What follows belongs to an exercise in optimizing a design on an open flow for small area, a short achievable clock period and few clock cycles per item; a production flow would make more cautious choices.
Where RTL was checked, it was by simulation tests only, not by an equivalence proof against the original.
Function not checked in run 2: the RTL went through the layout flow alone.
Power figures rest on the tool's default switching activity, not on a simulated workload.

==> flow/design.v, too long to show whole: its modules and the start of the top module <==
// module dsp_block_mapping: 739 lines
module dsp_block_mapping #(
    parameter NUM_BANKS         = 8,
    parameter CACHE_LINES       = 16,
    parameter BLOCK_SIZE_BYTES  = 64,
    parameter ADDR_WIDTH        = 32,
    parameter BLOCK_ID_WIDTH    = 16
)(
    input  logic                         clk,
    input  logic                         rst_n,
    input  logic [1:0]                   map_mode,
    input  logic [47:0]                  sys_config,
    input  logic                         map_req_valid,
    input  logic [BLOCK_ID_WIDTH-1:0]    block_id,
    input  logic [ADDR_WIDTH-1:0]        base_addr,
    output logic                         map_ready,
    output logic [64:0]                  mapping_result,
    output logic                         map_result_valid,
    input  logic                         map_result_ready,
    output logic [31:0]                  bank_conflict_count,
    output logic [31:0]                  cache_miss_count
);
  // ...
==> flow/flow/run.sh <==
#!/bin/bash
# Own layout flow: the standard ORFS flow with three changes:
#  - synthesis runs without the generic ABC pass inside Yosys's synth command
#    (SYNTH_ARGS=-noabc), so full adders are extracted from the design's own
#    XOR/majority structure; the registers are the standard synthesis's;
#  - timing repair aims for extra setup slack at the design's clock period;
#  - the ports get plain buffers.
# Each tool's output goes to a log in this folder (ORFS's per-step logs stay
# under orfs/logs).
set -euo pipefail
export SYNTH_ARGS=-noabc
export SETUP_SLACK_MARGIN=40
export BUFFER_PORTS_ARGS="-buffer_cell sky130_fd_sc_hd__buf_2"
bash standard.sh > standard_flow.log 2>&1
==> flow/standard.sh <==
#!/bin/bash
# synth_recipe.tcl (not shown) runs the flow's synth.tcl, then flattens the netlist and writes it again
# the make line also repeats each setting of config.mk as NAME=value (left out here)
make -C /OpenROAD-flow-scripts/flow DESIGN_CONFIG=/design/flow/config.mk WORK_HOME=/design/flow/orfs CLKGATE_MAP_FILE= SYNTH_SCRIPT=/design/flow/synth_recipe.tcl "${@:-finish}"
==> flow/config.mk <==
export PLATFORM = sky130hd
export DESIGN_NAME = dsp_block_mapping
export DESIGN_NICKNAME = dsp_block_mapping
export VERILOG_FILES = /design/flow/design.v
export SDC_FILE = /design/flow/constraint.sdc
export NUM_CORES = 4
export LEC_CHECK = 0
export CAP_MARGIN = 20
export CORE_MARGIN = 2
export CORE_UTILIZATION = 65
export SLEW_MARGIN = 20
==> flow/constraint.sdc <==
create_clock -name core_clock -period 55.0 [get_ports {clk}]
set_input_delay 11.0000 -clock core_clock [delete_from_list [all_inputs] [get_ports {clk}]]
set_output_delay 11.0000 -clock core_clock [all_outputs]
set_load 0.01 [all_outputs]
==> results.txt, run 1 <==
flip-flop and latch count after synthesis=around 180; clock root buffer master=clkbuf_16; achievable frequency=a little under 70 MHz; final design utilization=72.3%; Post-Synthesis Mean Instance Area=approximately 11 um^2; Met1 Routed Length=between 15000 and 20000 um; instance count after placement with tap cells included=1869; Slew headroom=a little over a third; TritonCTS sink count=181; number of clock buffers inserted by TritonCTS=17; relative contribution of combinational cells to total power=53.9%; main area contributors after synthesis=fa_1 (32%), dfxtp_1 (15%), ha_1 (11%); number of clock buffer instances in the layout=17; arrival time of the worst setup path=around 3.8 ns; peak supply drop=0.0515 mV; initial antenna violation count=0; YS warnings=2; power in combinational cells=367 uW; count of TritonRoute iterations in the first routing pass=9; uppermost layer routed=met4; required time of the critical path=44.00 ns; hold-fix buffers at CTS=0; RSZ-0062 raised after global routing=false; outcome=no timing/DRC/antenna violations; Seq group=183 uW; Layout clock area frac=3.60%; Worst Hold Class=flop to flop; Initial DRC Count=944; Non-clock buffer share=4.87%; worst hold-check slack=0.461 ns; Yosys cell types=66; largest clock skew in the final design=0.0122 ns; cells traversed along the worst timing path=ha_1 > fa_1 > a211oi_1 > o21ai_0 > and2_1 > a21oi_2 > o21ai_0 > buf_4 > a31o_2 > a21oi_1 > xnor2_1 > buf_2; total placed instance area=17000 um^2; count of boundary I/O pins=233; largest registers in the final layout=conf_q (32), sum_q (32), car_q (31); family with the most delay on the worst path=compound AO/OA/AOI/OAI gates; area fraction in compound gates after synthesis=8.46%; register-to-register setup slack=40.50 ns; final instance area=17600 um^2; Post-CTS Setup Inserts=0; count of cells along the worst register-to-register path=39; final-stage net count=2071; sequential share of cell area=22.4%
Testbench counts, summed over its fixed seeds: cycles 26,769, items 12,000.
==> run 2: changes to the inputs <==
--- a/flow/design.v
+++ b/flow/design.v
@@ -587,23 +587,24 @@
         end
     end
     assign q_small_ok = {1'b0, block_id[15:1]} < bs;    
     assign q_small    = block_id >= bs;
     assign fast_ok    = bs_pow2 | q_small_ok;
     assign fast_q     = bs_pow2 ? q_pow2 : {2'b00, q_small};
     logic [GW-1:0] g0;
     logic [15:0]   r_init;
+    localparam logic [NGRP-1:0] START_GROUPS = 8'b1011_0011;
     always_comb begin
-        g0     = '0;
-        r_init = block_id >> DIV_ROWS;
-        for (int g = 1; g < NGRP; g++) begin
-            if ((bs >> (16 - DIV_ROWS*g)) == 16'd0) begin
+        g0     = GW'(NGRP - 1);
+        r_init = '0;
+        for (int g = NGRP - 2; g >= 0; g--) begin
+            if (START_GROUPS[g] && (bs >> (16 - DIV_ROWS*g - DIV_ROWS)) != 16'd0) begin
                 g0     = GW'(g);
-                r_init = 16'((32'(block_id)) >> (DIV_ROWS*g + DIV_ROWS));
+                r_init = block_id >> (DIV_ROWS*g + DIV_ROWS);
             end
         end
     end
     function automatic [16:0] sub17(input [16:0] t, input [15:0] b);
         logic [16:0] x, d;
         logic [17:0] c;
         x    = {1'b1, ~b};
         c[0] = 1'b1;
==> results.txt, run 2 <==
cell row count=57; Worst-Skew Late Latency=0.45 ns; global route total overflow=0; instance count after placement with tap cells included=1833 (-1.9%); fin cells=1865; top cell type's share of synthesized area=32.5%; Yosys cell types=69 (+4.5%); post-synthesis cell count=approximately 1400; largest registers in the final layout=conf_q (32), sum_q (32), car_q (31); Die Width=161 um; ant diodes=0; register-to-register setup slack=40.47 ns (-0.03 ns); area of the multi-input gates=~11000 um^2; number of fillers in the final layout=1811; count of cells along the worst register-to-register path=39 (unchanged); kind of critical path=flop to primary output; portion of the clock cycle consumed by the worst path in the final layout=26.9%; post-route setup slack=40.22 ns; critical path capture point=mapping_result[32]; number of clock buffers inserted by TritonCTS=17 (unchanged); final-stage net count=2035 (-1.7%); peak supply drop=0.0376 mV (-27%); leakage power summed over all cells=approximately 8.3 nW; count of antenna-violating nets left after detailed routing=0; power density relative to cell area=approximately 40 nW/um^2; Slew headroom=46.1% (+11 points); netlist area before placement=16000 um^2; leading cell types in the layout, fill and taps excluded=fa_1 (260), and2_1 (198), buf_2 (167), ha_1 (145), dfxtp_1 (118); core region area=24200 um^2; CP startpoint kind=flop; fraction of layout cells with a size suffix above 1=14.8%; worst hold-check slack=0.472 ns (+0.0107 ns); initial antenna violation count=0 (unchanged); clock-pin slew on the worst setup and hold paths=approximately 0.08 ns; top-count cell post-synth=fa_1; final hold violations=0; biggest area consumer among synthesized cells=fa_1; YS warnings=2 (unchanged); clock root buffer master=clkbuf_16; routability congestion estimate=0.876; area of the die=25900 um^2; clock tree from TritonCTS=built; Max Buffers Root-to-Sink=2; share of synthesized area occupied by flip-flops and latches=24.7%; most common library cell in the layout ignoring fill and taps=fa_1; setup slack after placement=40.02 ns; worst-path fanout max=12; RSZ-0062 raised after global routing=true; hold-fix buffers at CTS=0 (unchanged); count of TritonRoute iterations in the first routing pass=5 (-4); number of buffer cells added on primary ports=roughly 170; via count of the first global-routing pass=11716; Crit. Startpoint=line_q[0]; achievable frequency=67.6 MHz (-0.20%); post-detail-place hpwl=27700 um; Post-Synthesis Mean Instance Area=11.3 um^2 (+1.2%); terminus of the critical flop-to-flop path=r_q[7]; wire length of the first global-routing pass=62600 um; count of flip-flops with a built-in enable after synthesis=3; total number of vias=10962; post-detailed-route DRC marker count=0; proportion of register bits with asynchronous set or reset after synthesis=32.6%; footprint of the flip-flops and latches=~4000 um^2; Post-CTS Setup Inserts=0 (unchanged); count of boundary I/O pins=233 (unchanged); arrival time of the worst setup path=3.78 ns (+0.03 ns); max_cap viols=0; outcome=no timing/DRC/antenna violations; largest clock skew in the final design=0.0125 ns (+0.000240 ns); critical path capture point type=primary output; post-DR wirelength/cell=20.4 um; Clock H-tree levels=4; required time of the critical path=44.00 ns (about the same); top cells by instance count after synthesis=fa_1 (260), and2_1 (198), ha_1 (145), dfxtp_1 (119), clkbuf_1 (67); clock period minus worst slack=14.78 ns; Finish-stage setup viols=0; wire length after detailed routing=38100 um; initial standard-cell utilization of the core=65.9%; post-detailed-route via-to-cell ratio=a little under 6; flip-flop and latch count after synthesis=181 (unchanged); GR Util All Layers=31.4%; final-layout setup total negative slack=0 ns; Reg2Reg Launch Point=g_q[1]; Worst Hold Class=flop to flop; Die Ht=161 um; TritonCTS sink count=181 (unchanged); total power of the final layout=682 uW; main flop type after synthesis=dfxtp_1; Initial DRC Count=762 (-19%); area growth from synthesis to final layout=9.24%; largest net degree at the start of global routing=60; main area contributors after synthesis=fa_1 (33%), dfxtp_1 (15%), ha_1 (11%); measured slew at the worst slew-check pin=0.800 ns; number of max-slew violations in the final report=0
run 2: cell types whose count changed in the layout (fill, tap and decap cells not counted), sizes merged, moves of 5 or more:
| cell | previous run | this run |
|---|---|---|
| o21ai | 57 | 49 |
| nand2 | 57 | 46 |
| a22oi | 13 | 8 |
| xnor2 | 23 | 18 |
| inv | 61 | 54 |
| a211oi | 9 | 15 |
| nand2b | 5 | 10 |
| nor2 | 72 | 65 |
| o211ai | 10 | 1 |
| o21bai | 14 | 19 |
| and3 | 11 | 6 |
run 2: area by class of cell:
class | instances | area share (%)
well taps | 324 | 2.32
multi-input cells | 1111 | 65.6
repair buffers | 170 | 4.91
inverters | 47 | 1.01
flip-flops and latches | 181 | 22.6
clock inverters | 15 | 1.12
clock buffers | 17 | 2.44
run 2: what timing repair did:
item | CTS | global route
resized for setup | 2 | 5
pin swaps | 0 | 0
endpoints found under the setup margin | 7 | 19
run 2: layer usage:
metal	up-vias	GRT usage, %	share of wire [%]
met1	5593	42.5	41
li1	4871	-	-
met2	426	52.3	50
met5	-	0	0
met4	0	10.0	2.4
met3	72	5.22	7.0
run 2: cells by family after synthesis:
group,after synthesis,synth area share (%)
buf+inv,158,4.68
fa+ha+maj,407,44.0
other cells,1,0.0234
xor+xnor,40,2.19
compound gates,197,8.22
simple gates,403,14.1
mux,28,2.12
flops,181,24.7
run 2: worst max-delay path, cell delays in order (launching register included):
cell and delay (ns):
dfxtp_1 0.43, ha_1 0.27, fa_1 0.43, a211oi_1 0.33, o21ai_1 0.27, nand4_1 0.22, a41oi_2 0.25, a41o_1 0.36
o41ai_2 0.32, o21ba_2 0.19, xnor2_1 0.10, buf_2 0.14
run 2: worst min-delay path by stage:
stage               slack (ns)   startpoint           to  cells after the start
floorplan                 0.43  have_last_q  have_last_q                      1
detailed placement        0.45  have_last_q  have_last_q                      1
global route              0.49    seen_q[7]    seen_q[7]                      1
CTS                       0.47    miss_q[4]    miss_q[4]                      1
finish                    0.47    miss_q[4]    miss_q[4]                      1
global placement          0.45  have_last_q  have_last_q                      1
run 2: power by group:
part	switching, mW	leakage [nW]	total [mW]	internal (mW)
clock	0.0667	0.299	0.129	0.0626
combinational	0.200	6.22	0.367	0.167
sequential	0.0172	1.79	0.185	0.168
run 2: metrics by stage:
step	utilization [%]	area, um^2
detailed placement	69.3	16800
CTS	72.0	17400
global placement	69.3	16800
finish	72.0	17500
global route	72.0	17500
floorplan	-	16100

==> static timing again, ports no longer ideal <==
The flow's constraints put no driver on any port. The routed layouts listed below were extracted and timed again, unchanged, in two steps.
Step 1 assumes that a clkbuf_16 drives the clock port and a buf_2 every other input.
Step 2, shift: input delay + t, output delay - t, t = (earliest + latest rising clock arrival at the registers) / 2. This alone moves slack from input paths to output paths.
Slacks: no drivers / after step 1 / after step 2; pairs: no drivers / after step 1.
run | shift t [ns] | setup WS [ns] | slew at the worst register clock pin (ns)
run 1 | 0.485 | 40.246 / 40.194 / 40.063 | 0.09 / 0.09
run 2 | 0.490 | 40.217 / 40.168 / 40.208 | 0.09 / 0.09
After both steps setup and hold are still met in every run listed. The setup slack of run 1, which loses most, moves by -0.052 ns with the drivers and by -0.183 ns with both steps.
